What follows belongs to an exercise in optimizing a design on an open flow for small area, a short achievable clock period and few clock cycles per item; a production flow would make more cautious choices.

==> 10-03 <==
==> flow/design.v (excerpt) <==
module Exp(
    input clk,
    input rst,
    input [31:0] x,
    input [31:0] n,
    output [31:0] res,
    output done
);
Settings: LEC_CHECK=0, CAP_MARGIN=20, CORE_MARGIN=2, CORE_UTILIZATION=65, PLACE_DENSITY=0.8, SETUP_SLACK_MARGIN=3.5, SLEW_MARGIN=20, SYNTH_HIERARCHICAL=1; clock period 10.0 ns.
standard.sh (not shown) runs the stock make flow with config.mk's settings and CLKGATE_MAP_FILE= SYNTH_SCRIPT=/design/flow/synth_recipe.tcl, a recipe that flattens the netlist after the stock synthesis.
==> flow/flow/run.sh <==
#!/bin/bash
# The standard layout, with plain buffers (instead of the resizer's default
# pick) on the ports.
set -euo pipefail
export BUFFER_PORTS_ARGS="-buffer_cell sky130_fd_sc_hd__buf_1"
bash standard.sh > orfs_make.log 2>&1
==> 01-27: changes against 10-03 <==
- CORE_UTILIZATION: 65 -> 45
- PLACE_DENSITY: 0.8 -> 0.6
==> 05-17: changes against 10-03 <==
--- a/flow/design.v
+++ b/flow/design.v
@@ -6,16 +6,15 @@
     output [31:0] res,
     output done
 );
     reg [31:0] b, r, m;
     wire [31:0] bq = b;
     wire [31:0] sq, pr;
     sq32 u_sq (.a(b), .y(sq));
-    wire [31:0] bm = m[0] ? bq : 32'd1;
-    mul32 u_mul (.a(r), .b(bm), .y(pr));
+    mul32 u_mul (.a(r), .b(bq), .e(m[0]), .y(pr));
     assign res = r;
     assign done = ~|m;
     always @(posedge clk) begin
         if (rst) begin
             b <= x;
             r <= 32'd1;
             m <= n;
@@ -744,20 +743,21 @@
     assign ra[31] = ~(~(s31 ^ s60 ^ s87 ^ s112 ^ s135 ^ s156 ^ s175 ^ s192 ^ s207 ^ s220 ^ s231 ^ s240 ^ s247 ^ s252 ^ s255 ^ s270 ^ s272 ^ s274 ^ s348 ^ s350 ^ s352 ^ s354 ^ s452 ^ s454 ^ s456 ^ s542 ^ s544 ^ s594 ^ s648));
     assign rb[31] = 1'b1;
     assign y = ~(ra + rb + 32'd1);
 endmodule
 module mul32(
     input [31:0] a,
     input [31:0] b,
+    input e,
     output [31:0] y
 );
     wire [31:0] ra, rb;
-    wire one0 = b[0] ^ 1'b0;
-    wire two0 = (b[1] & ~b[0] & ~1'b0) | (~b[1] & b[0] & 1'b0);
-    wire neg0 = b[1] & ~(b[0] & 1'b0);
+    wire one0 = (b[0] ^ 1'b0) | ~e;
+    wire two0 = ((b[1] & ~b[0] & ~1'b0) | (~b[1] & b[0] & 1'b0)) & e;
+    wire neg0 = b[1] & ~(b[0] & 1'b0) & e;
     wire m1 = (one0 & a[0]) ^ neg0;
     wire m2 = (one0 & a[1] | two0 & a[0]) ^ neg0;
     wire m3 = (one0 & a[2] | two0 & a[1]) ^ neg0;
     wire m4 = (one0 & a[3] | two0 & a[2]) ^ neg0;
     wire m5 = (one0 & a[4] | two0 & a[3]) ^ neg0;
     wire m6 = (one0 & a[5] | two0 & a[4]) ^ neg0;
     wire m7 = (one0 & a[6] | two0 & a[5]) ^ neg0;
@@ -783,17 +783,17 @@
     wire m27 = (one0 & a[26] | two0 & a[25]) ^ neg0;
     wire m28 = (one0 & a[27] | two0 & a[26]) ^ neg0;
     wire m29 = (one0 & a[28] | two0 & a[27]) ^ neg0;
     wire m30 = (one0 & a[29] | two0 & a[28]) ^ neg0;
     wire m31 = (one0 & a[30] | two0 & a[29]) ^ neg0;
     wire m32 = (one0 & a[31] | two0 & a[30]) ^ neg0;
     wire m33 = neg0;
-    wire one1 = b[2] ^ b[1];
-    wire two1 = (b[3] & ~b[2] & ~b[1]) | (~b[3] & b[2] & b[1]);
-    wire neg1 = b[3] & ~(b[2] & b[1]);
+    wire one1 = (b[2] ^ b[1]) & e;
+    wire two1 = ((b[3] & ~b[2] & ~b[1]) | (~b[3] & b[2] & b[1])) & e;
+    wire neg1 = b[3] & ~(b[2] & b[1]) & e;
     wire m34 = (one1 & a[0]) ^ neg1;
     wire m35 = (one1 & a[1] | two1 & a[0]) ^ neg1;
     wire m36 = (one1 & a[2] | two1 & a[1]) ^ neg1;
     wire m37 = (one1 & a[3] | two1 & a[2]) ^ neg1;
     wire m38 = (one1 & a[4] | two1 & a[3]) ^ neg1;
     wire m39 = (one1 & a[5] | two1 & a[4]) ^ neg1;
     wire m40 = (one1 & a[6] | two1 & a[5]) ^ neg1;
@@ -817,17 +817,17 @@
     wire m58 = (one1 & a[24] | two1 & a[23]) ^ neg1;
     wire m59 = (one1 & a[25] | two1 & a[24]) ^ neg1;
     wire m60 = (one1 & a[26] | two1 & a[25]) ^ neg1;
     wire m61 = (one1 & a[27] | two1 & a[26]) ^ neg1;
     wire m62 = (one1 & a[28] | two1 & a[27]) ^ neg1;
     wire m63 = (one1 & a[29] | two1 & a[28]) ^ neg1;
     wire m64 = neg1;
-    wire one2 = b[4] ^ b[3];
-    wire two2 = (b[5] & ~b[4] & ~b[3]) | (~b[5] & b[4] & b[3]);
-    wire neg2 = b[5] & ~(b[4] & b[3]);
+    wire one2 = (b[4] ^ b[3]) & e;
+    wire two2 = ((b[5] & ~b[4] & ~b[3]) | (~b[5] & b[4] & b[3])) & e;
+    wire neg2 = b[5] & ~(b[4] & b[3]) & e;
     wire m65 = (one2 & a[0]) ^ neg2;
     wire m66 = (one2 & a[1] | two2 & a[0]) ^ neg2;
     wire m67 = (one2 & a[2] | two2 & a[1]) ^ neg2;
     wire m68 = (one2 & a[3] | two2 & a[2]) ^ neg2;
     wire m69 = (one2 & a[4] | two2 & a[3]) ^ neg2;
     wire m70 = (one2 & a[5] | two2 & a[4]) ^ neg2;
     wire m71 = (one2 & a[6] | two2 & a[5]) ^ neg2;
@@ -849,17 +849,17 @@
     wire m87 = (one2 & a[22] | two2 & a[21]) ^ neg2;
     wire m88 = (one2 & a[23] | two2 & a[22]) ^ neg2;
     wire m89 = (one2 & a[24] | two2 & a[23]) ^ neg2;
     wire m90 = (one2 & a[25] | two2 & a[24]) ^ neg2;
     wire m91 = (one2 & a[26] | two2 & a[25]) ^ neg2;
     wire m92 = (one2 & a[27] | two2 & a[26]) ^ neg2;
     wire m93 = neg2;
-    wire one3 = b[6] ^ b[5];
-    wire two3 = (b[7] & ~b[6] & ~b[5]) | (~b[7] & b[6] & b[5]);
-    wire neg3 = b[7] & ~(b[6] & b[5]);
+    wire one3 = (b[6] ^ b[5]) & e;
+    wire two3 = ((b[7] & ~b[6] & ~b[5]) | (~b[7] & b[6] & b[5])) & e;
+    wire neg3 = b[7] & ~(b[6] & b[5]) & e;
     wire m94 = (one3 & a[0]) ^ neg3;
     wire m95 = (one3 & a[1] | two3 & a[0]) ^ neg3;
     wire m96 = (one3 & a[2] | two3 & a[1]) ^ neg3;
     wire m97 = (one3 & a[3] | two3 & a[2]) ^ neg3;
     wire m98 = (one3 & a[4] | two3 & a[3]) ^ neg3;
     wire m99 = (one3 & a[5] | two3 & a[4]) ^ neg3;
     wire m100 = (one3 & a[6] | two3 & a[5]) ^ neg3;
@@ -879,17 +879,17 @@
     wire m114 = (one3 & a[20] | two3 & a[19]) ^ neg3;
     wire m115 = (one3 & a[21] | two3 & a[20]) ^ neg3;
     wire m116 = (one3 & a[22] | two3 & a[21]) ^ neg3;
     wire m117 = (one3 & a[23] | two3 & a[22]) ^ neg3;
     wire m118 = (one3 & a[24] | two3 & a[23]) ^ neg3;
     wire m119 = (one3 & a[25] | two3 & a[24]) ^ neg3;
     wire m120 = neg3;
-    wire one4 = b[8] ^ b[7];
-    wire two4 = (b[9] & ~b[8] & ~b[7]) | (~b[9] & b[8] & b[7]);
-    wire neg4 = b[9] & ~(b[8] & b[7]);
+    wire one4 = (b[8] ^ b[7]) & e;
+    wire two4 = ((b[9] & ~b[8] & ~b[7]) | (~b[9] & b[8] & b[7])) & e;
+    wire neg4 = b[9] & ~(b[8] & b[7]) & e;
     wire m121 = (one4 & a[0]) ^ neg4;
     wire m122 = (one4 & a[1] | two4 & a[0]) ^ neg4;
     wire m123 = (one4 & a[2] | two4 & a[1]) ^ neg4;
     wire m124 = (one4 & a[3] | two4 & a[2]) ^ neg4;
     wire m125 = (one4 & a[4] | two4 & a[3]) ^ neg4;
     wire m126 = (one4 & a[5] | two4 & a[4]) ^ neg4;
     wire m127 = (one4 & a[6] | two4 & a[5]) ^ neg4;
@@ -907,17 +907,17 @@
     wire m139 = (one4 & a[18] | two4 & a[17]) ^ neg4;
     wire m140 = (one4 & a[19] | two4 & a[18]) ^ neg4;
     wire m141 = (one4 & a[20] | two4 & a[19]) ^ neg4;
     wire m142 = (one4 & a[21] | two4 & a[20]) ^ neg4;
     wire m143 = (one4 & a[22] | two4 & a[21]) ^ neg4;
     wire m144 = (one4 & a[23] | two4 & a[22]) ^ neg4;
     wire m145 = neg4;
-    wire one5 = b[10] ^ b[9];
-    wire two5 = (b[11] & ~b[10] & ~b[9]) | (~b[11] & b[10] & b[9]);
-    wire neg5 = b[11] & ~(b[10] & b[9]);
+    wire one5 = (b[10] ^ b[9]) & e;
+    wire two5 = ((b[11] & ~b[10] & ~b[9]) | (~b[11] & b[10] & b[9])) & e;
+    wire neg5 = b[11] & ~(b[10] & b[9]) & e;
     wire m146 = (one5 & a[0]) ^ neg5;
     wire m147 = (one5 & a[1] | two5 & a[0]) ^ neg5;
     wire m148 = (one5 & a[2] | two5 & a[1]) ^ neg5;
     wire m149 = (one5 & a[3] | two5 & a[2]) ^ neg5;
     wire m150 = (one5 & a[4] | two5 & a[3]) ^ neg5;
     wire m151 = (one5 & a[5] | two5 & a[4]) ^ neg5;
     wire m152 = (one5 & a[6] | two5 & a[5]) ^ neg5;
@@ -933,17 +933,17 @@
     wire m162 = (one5 & a[16] | two5 & a[15]) ^ neg5;
     wire m163 = (one5 & a[17] | two5 & a[16]) ^ neg5;
     wire m164 = (one5 & a[18] | two5 & a[17]) ^ neg5;
     wire m165 = (one5 & a[19] | two5 & a[18]) ^ neg5;
     wire m166 = (one5 & a[20] | two5 & a[19]) ^ neg5;
     wire m167 = (one5 & a[21] | two5 & a[20]) ^ neg5;
     wire m168 = neg5;
-    wire one6 = b[12] ^ b[11];
-    wire two6 = (b[13] & ~b[12] & ~b[11]) | (~b[13] & b[12] & b[11]);
-    wire neg6 = b[13] & ~(b[12] & b[11]);
+    wire one6 = (b[12] ^ b[11]) & e;
+    wire two6 = ((b[13] & ~b[12] & ~b[11]) | (~b[13] & b[12] & b[11])) & e;
+    wire neg6 = b[13] & ~(b[12] & b[11]) & e;
     wire m169 = (one6 & a[0]) ^ neg6;
     wire m170 = (one6 & a[1] | two6 & a[0]) ^ neg6;
     wire m171 = (one6 & a[2] | two6 & a[1]) ^ neg6;
     wire m172 = (one6 & a[3] | two6 & a[2]) ^ neg6;
     wire m173 = (one6 & a[4] | two6 & a[3]) ^ neg6;
     wire m174 = (one6 & a[5] | two6 & a[4]) ^ neg6;
     wire m175 = (one6 & a[6] | two6 & a[5]) ^ neg6;
@@ -957,17 +957,17 @@
     wire m183 = (one6 & a[14] | two6 & a[13]) ^ neg6;
     wire m184 = (one6 & a[15] | two6 & a[14]) ^ neg6;
     wire m185 = (one6 & a[16] | two6 & a[15]) ^ neg6;
     wire m186 = (one6 & a[17] | two6 & a[16]) ^ neg6;
     wire m187 = (one6 & a[18] | two6 & a[17]) ^ neg6;
     wire m188 = (one6 & a[19] | two6 & a[18]) ^ neg6;
     wire m189 = neg6;
-    wire one7 = b[14] ^ b[13];
-    wire two7 = (b[15] & ~b[14] & ~b[13]) | (~b[15] & b[14] & b[13]);
-    wire neg7 = b[15] & ~(b[14] & b[13]);
+    wire one7 = (b[14] ^ b[13]) & e;
+    wire two7 = ((b[15] & ~b[14] & ~b[13]) | (~b[15] & b[14] & b[13])) & e;
+    wire neg7 = b[15] & ~(b[14] & b[13]) & e;
     wire m190 = (one7 & a[0]) ^ neg7;
     wire m191 = (one7 & a[1] | two7 & a[0]) ^ neg7;
     wire m192 = (one7 & a[2] | two7 & a[1]) ^ neg7;
     wire m193 = (one7 & a[3] | two7 & a[2]) ^ neg7;
     wire m194 = (one7 & a[4] | two7 & a[3]) ^ neg7;
     wire m195 = (one7 & a[5] | two7 & a[4]) ^ neg7;
     wire m196 = (one7 & a[6] | two7 & a[5]) ^ neg7;
@@ -979,17 +979,17 @@
     wire m202 = (one7 & a[12] | two7 & a[11]) ^ neg7;
     wire m203 = (one7 & a[13] | two7 & a[12]) ^ neg7;
     wire m204 = (one7 & a[14] | two7 & a[13]) ^ neg7;
     wire m205 = (one7 & a[15] | two7 & a[14]) ^ neg7;
     wire m206 = (one7 & a[16] | two7 & a[15]) ^ neg7;
     wire m207 = (one7 & a[17] | two7 & a[16]) ^ neg7;
     wire m208 = neg7;
-    wire one8 = b[16] ^ b[15];
-    wire two8 = (b[17] & ~b[16] & ~b[15]) | (~b[17] & b[16] & b[15]);
-    wire neg8 = b[17] & ~(b[16] & b[15]);
+    wire one8 = (b[16] ^ b[15]) & e;
+    wire two8 = ((b[17] & ~b[16] & ~b[15]) | (~b[17] & b[16] & b[15])) & e;
+    wire neg8 = b[17] & ~(b[16] & b[15]) & e;
     wire m209 = (one8 & a[0]) ^ neg8;
     wire m210 = (one8 & a[1] | two8 & a[0]) ^ neg8;
     wire m211 = (one8 & a[2] | two8 & a[1]) ^ neg8;
     wire m212 = (one8 & a[3] | two8 & a[2]) ^ neg8;
     wire m213 = (one8 & a[4] | two8 & a[3]) ^ neg8;
     wire m214 = (one8 & a[5] | two8 & a[4]) ^ neg8;
     wire m215 = (one8 & a[6] | two8 & a[5]) ^ neg8;
@@ -999,17 +999,17 @@
     wire m219 = (one8 & a[10] | two8 & a[9]) ^ neg8;
     wire m220 = (one8 & a[11] | two8 & a[10]) ^ neg8;
     wire m221 = (one8 & a[12] | two8 & a[11]) ^ neg8;
     wire m222 = (one8 & a[13] | two8 & a[12]) ^ neg8;
     wire m223 = (one8 & a[14] | two8 & a[13]) ^ neg8;
     wire m224 = (one8 & a[15] | two8 & a[14]) ^ neg8;
     wire m225 = neg8;
-    wire one9 = b[18] ^ b[17];
-    wire two9 = (b[19] & ~b[18] & ~b[17]) | (~b[19] & b[18] & b[17]);
-    wire neg9 = b[19] & ~(b[18] & b[17]);
+    wire one9 = (b[18] ^ b[17]) & e;
+    wire two9 = ((b[19] & ~b[18] & ~b[17]) | (~b[19] & b[18] & b[17])) & e;
+    wire neg9 = b[19] & ~(b[18] & b[17]) & e;
     wire m226 = (one9 & a[0]) ^ neg9;
     wire m227 = (one9 & a[1] | two9 & a[0]) ^ neg9;
     wire m228 = (one9 & a[2] | two9 & a[1]) ^ neg9;
     wire m229 = (one9 & a[3] | two9 & a[2]) ^ neg9;
     wire m230 = (one9 & a[4] | two9 & a[3]) ^ neg9;
     wire m231 = (one9 & a[5] | two9 & a[4]) ^ neg9;
     wire m232 = (one9 & a[6] | two9 & a[5]) ^ neg9;
@@ -1017,77 +1017,77 @@
     wire m234 = (one9 & a[8] | two9 & a[7]) ^ neg9;
     wire m235 = (one9 & a[9] | two9 & a[8]) ^ neg9;
     wire m236 = (one9 & a[10] | two9 & a[9]) ^ neg9;
     wire m237 = (one9 & a[11] | two9 & a[10]) ^ neg9;
     wire m238 = (one9 & a[12] | two9 & a[11]) ^ neg9;
     wire m239 = (one9 & a[13] | two9 & a[12]) ^ neg9;
     wire m240 = neg9;
-    wire one10 = b[20] ^ b[19];
-    wire two10 = (b[21] & ~b[20] & ~b[19]) | (~b[21] & b[20] & b[19]);
-    wire neg10 = b[21] & ~(b[20] & b[19]);
+    wire one10 = (b[20] ^ b[19]) & e;
+    wire two10 = ((b[21] & ~b[20] & ~b[19]) | (~b[21] & b[20] & b[19])) & e;
+    wire neg10 = b[21] & ~(b[20] & b[19]) & e;
     wire m241 = (one10 & a[0]) ^ neg10;
     wire m242 = (one10 & a[1] | two10 & a[0]) ^ neg10;
     wire m243 = (one10 & a[2] | two10 & a[1]) ^ neg10;
     wire m244 = (one10 & a[3] | two10 & a[2]) ^ neg10;
     wire m245 = (one10 & a[4] | two10 & a[3]) ^ neg10;
     wire m246 = (one10 & a[5] | two10 & a[4]) ^ neg10;
     wire m247 = (one10 & a[6] | two10 & a[5]) ^ neg10;
     wire m248 = (one10 & a[7] | two10 & a[6]) ^ neg10;
     wire m249 = (one10 & a[8] | two10 & a[7]) ^ neg10;
     wire m250 = (one10 & a[9] | two10 & a[8]) ^ neg10;
     wire m251 = (one10 & a[10] | two10 & a[9]) ^ neg10;
     wire m252 = (one10 & a[11] | two10 & a[10]) ^ neg10;
     wire m253 = neg10;
-    wire one11 = b[22] ^ b[21];
-    wire two11 = (b[23] & ~b[22] & ~b[21]) | (~b[23] & b[22] & b[21]);
-    wire neg11 = b[23] & ~(b[22] & b[21]);
+    wire one11 = (b[22] ^ b[21]) & e;
+    wire two11 = ((b[23] & ~b[22] & ~b[21]) | (~b[23] & b[22] & b[21])) & e;
+    wire neg11 = b[23] & ~(b[22] & b[21]) & e;
     wire m254 = (one11 & a[0]) ^ neg11;
     wire m255 = (one11 & a[1] | two11 & a[0]) ^ neg11;
     wire m256 = (one11 & a[2] | two11 & a[1]) ^ neg11;
     wire m257 = (one11 & a[3] | two11 & a[2]) ^ neg11;
     wire m258 = (one11 & a[4] | two11 & a[3]) ^ neg11;
     wire m259 = (one11 & a[5] | two11 & a[4]) ^ neg11;
     wire m260 = (one11 & a[6] | two11 & a[5]) ^ neg11;
     wire m261 = (one11 & a[7] | two11 & a[6]) ^ neg11;
     wire m262 = (one11 & a[8] | two11 & a[7]) ^ neg11;
     wire m263 = (one11 & a[9] | two11 & a[8]) ^ neg11;
     wire m264 = neg11;
-    wire one12 = b[24] ^ b[23];
-    wire two12 = (b[25] & ~b[24] & ~b[23]) | (~b[25] & b[24] & b[23]);
-    wire neg12 = b[25] & ~(b[24] & b[23]);
+    wire one12 = (b[24] ^ b[23]) & e;
+    wire two12 = ((b[25] & ~b[24] & ~b[23]) | (~b[25] & b[24] & b[23])) & e;
+    wire neg12 = b[25] & ~(b[24] & b[23]) & e;
     wire m265 = (one12 & a[0]) ^ neg12;
     wire m266 = (one12 & a[1] | two12 & a[0]) ^ neg12;
     wire m267 = (one12 & a[2] | two12 & a[1]) ^ neg12;
     wire m268 = (one12 & a[3] | two12 & a[2]) ^ neg12;
     wire m269 = (one12 & a[4] | two12 & a[3]) ^ neg12;
     wire m270 = (one12 & a[5] | two12 & a[4]) ^ neg12;
     wire m271 = (one12 & a[6] | two12 & a[5]) ^ neg12;
     wire m272 = (one12 & a[7] | two12 & a[6]) ^ neg12;
     wire m273 = neg12;
-    wire one13 = b[26] ^ b[25];
-    wire two13 = (b[27] & ~b[26] & ~b[25]) | (~b[27] & b[26] & b[25]);
-    wire neg13 = b[27] & ~(b[26] & b[25]);
+    wire one13 = (b[26] ^ b[25]) & e;
+    wire two13 = ((b[27] & ~b[26] & ~b[25]) | (~b[27] & b[26] & b[25])) & e;
+    wire neg13 = b[27] & ~(b[26] & b[25]) & e;
     wire m274 = (one13 & a[0]) ^ neg13;
     wire m275 = (one13 & a[1] | two13 & a[0]) ^ neg13;
     wire m276 = (one13 & a[2] | two13 & a[1]) ^ neg13;
     wire m277 = (one13 & a[3] | two13 & a[2]) ^ neg13;
     wire m278 = (one13 & a[4] | two13 & a[3]) ^ neg13;
     wire m279 = (one13 & a[5] | two13 & a[4]) ^ neg13;
     wire m280 = neg13;
-    wire one14 = b[28] ^ b[27];
-    wire two14 = (b[29] & ~b[28] & ~b[27]) | (~b[29] & b[28] & b[27]);
-    wire neg14 = b[29] & ~(b[28] & b[27]);
+    wire one14 = (b[28] ^ b[27]) & e;
+    wire two14 = ((b[29] & ~b[28] & ~b[27]) | (~b[29] & b[28] & b[27])) & e;
+    wire neg14 = b[29] & ~(b[28] & b[27]) & e;
     wire m281 = (one14 & a[0]) ^ neg14;
     wire m282 = (one14 & a[1] | two14 & a[0]) ^ neg14;
     wire m283 = (one14 & a[2] | two14 & a[1]) ^ neg14;
     wire m284 = (one14 & a[3] | two14 & a[2]) ^ neg14;
     wire m285 = neg14;
-    wire one15 = b[30] ^ b[29];
-    wire two15 = (b[31] & ~b[30] & ~b[29]) | (~b[31] & b[30] & b[29]);
-    wire neg15 = b[31] & ~(b[30] & b[29]);
+    wire one15 = (b[30] ^ b[29]) & e;
+    wire two15 = ((b[31] & ~b[30] & ~b[29]) | (~b[31] & b[30] & b[29])) & e;
+    wire neg15 = b[31] & ~(b[30] & b[29]) & e;
     wire m286 = (one15 & a[0]) ^ neg15;
     wire m287 = (one15 & a[1] | two15 & a[0]) ^ neg15;
     wire m288 = neg15;
     wire m289, m290;
     ha u_m289 (.a(m273), .b(m25), .s(m289), .co(m290));
     wire m291, m292;
     ha u_m291 (.a(m26), .b(m57), .s(m291), .co(m292));
- CORE_UTILIZATION: 65 -> 45
- PLACE_DENSITY: 0.8 -> 0.6
==> comparison table <==
metric                                                                               10-03             05-17             01-27
Run status                                                no timing/DRC/antenna violations  no timing/DRC/antenna violations  no timing/DRC/antenna violations
Proportion of synthesized area in mux cells                                          3.51%             4.69%             3.51%
Start of the worst register-to-register path                                  b[1]$_DFF_P_      m[0]$_DFF_P_      b[1]$_DFF_P_
Crit path to                                                              r[31]$_SDFF_PP0_  r[30]$_SDFF_PP0_  r[31]$_SDFF_PP0_
Sequential share of the synthesized area                                             8.90%             8.78%             8.90%
Capture point of the worst reg-to-reg path                                r[31]$_SDFF_PP0_  r[30]$_SDFF_PP0_  r[31]$_SDFF_PP0_
GR Layer Usage met1                                                                  45.5%             37.3%             37.6%
Fill count                                                                            2535              4482              4450
Multi-input logic area                                                           18900 um2         19100 um2         19000 um2
Count of non-CTS inverters in the layout                                                40                72                40
Number of antenna diodes                                                                 2                 0                 0
Total Wirelength                                                                  63700 um          69600 um          68800 um
Proportion of cell area occupied by multi-input gates                                83.3%             81.3%             82.3%
Share of the clock period used by the worst path after layout                        62.4%             62.9%             61.8%
Length of routed wiring on met1                                                   22900 um          28800 um          28200 um
Number of violations reported at the end of detailed-routing iteration 0              1802              1619              1526
Final non-clock buffer share                                                         3.72%             4.69%             4.03%
Fraction of the mapped netlist area in simple logic gates                            12.5%             11.4%             12.5%
Register-to-register path setup slack                                              3760 ps           3710 ps           3820 ps
Seq/total area                                                                       8.49%             8.23%             8.33%
No run of this note included a check of the RTL's function; only the layout flow was run.

==> what the ideal ports hide <==
How much do the figures lean on ideal ports? The routed layouts below were timed once more, with nothing changed but the port constraints.
Step 1, drivers: a clkbuf_16 drives clk and a buf_2 each remaining input, both assumed.
Step 2 adds t to the input delays and takes it off the output delays; t is the mean of the earliest and latest rising clock arrival at the registers after step 1. Input paths then give back, and output paths get back, about the clock's delay inside the block.
Slacks: ideal / step 1 / step 2; pairs: ideal / step 1.
run	t, ns	setup WS [ns]	worst setup path after step 2	worst data-port slew with drivers (ns)
10-03	0.446	3.764 / 3.764 / 3.764	register to register	0.06
01-27	0.475	3.821 / 3.821 / 3.821	register to register	0.05
05-17	0.453	3.712 / 3.712 / 3.712	register to register	0.05
After both steps setup and hold are still met in every run listed.
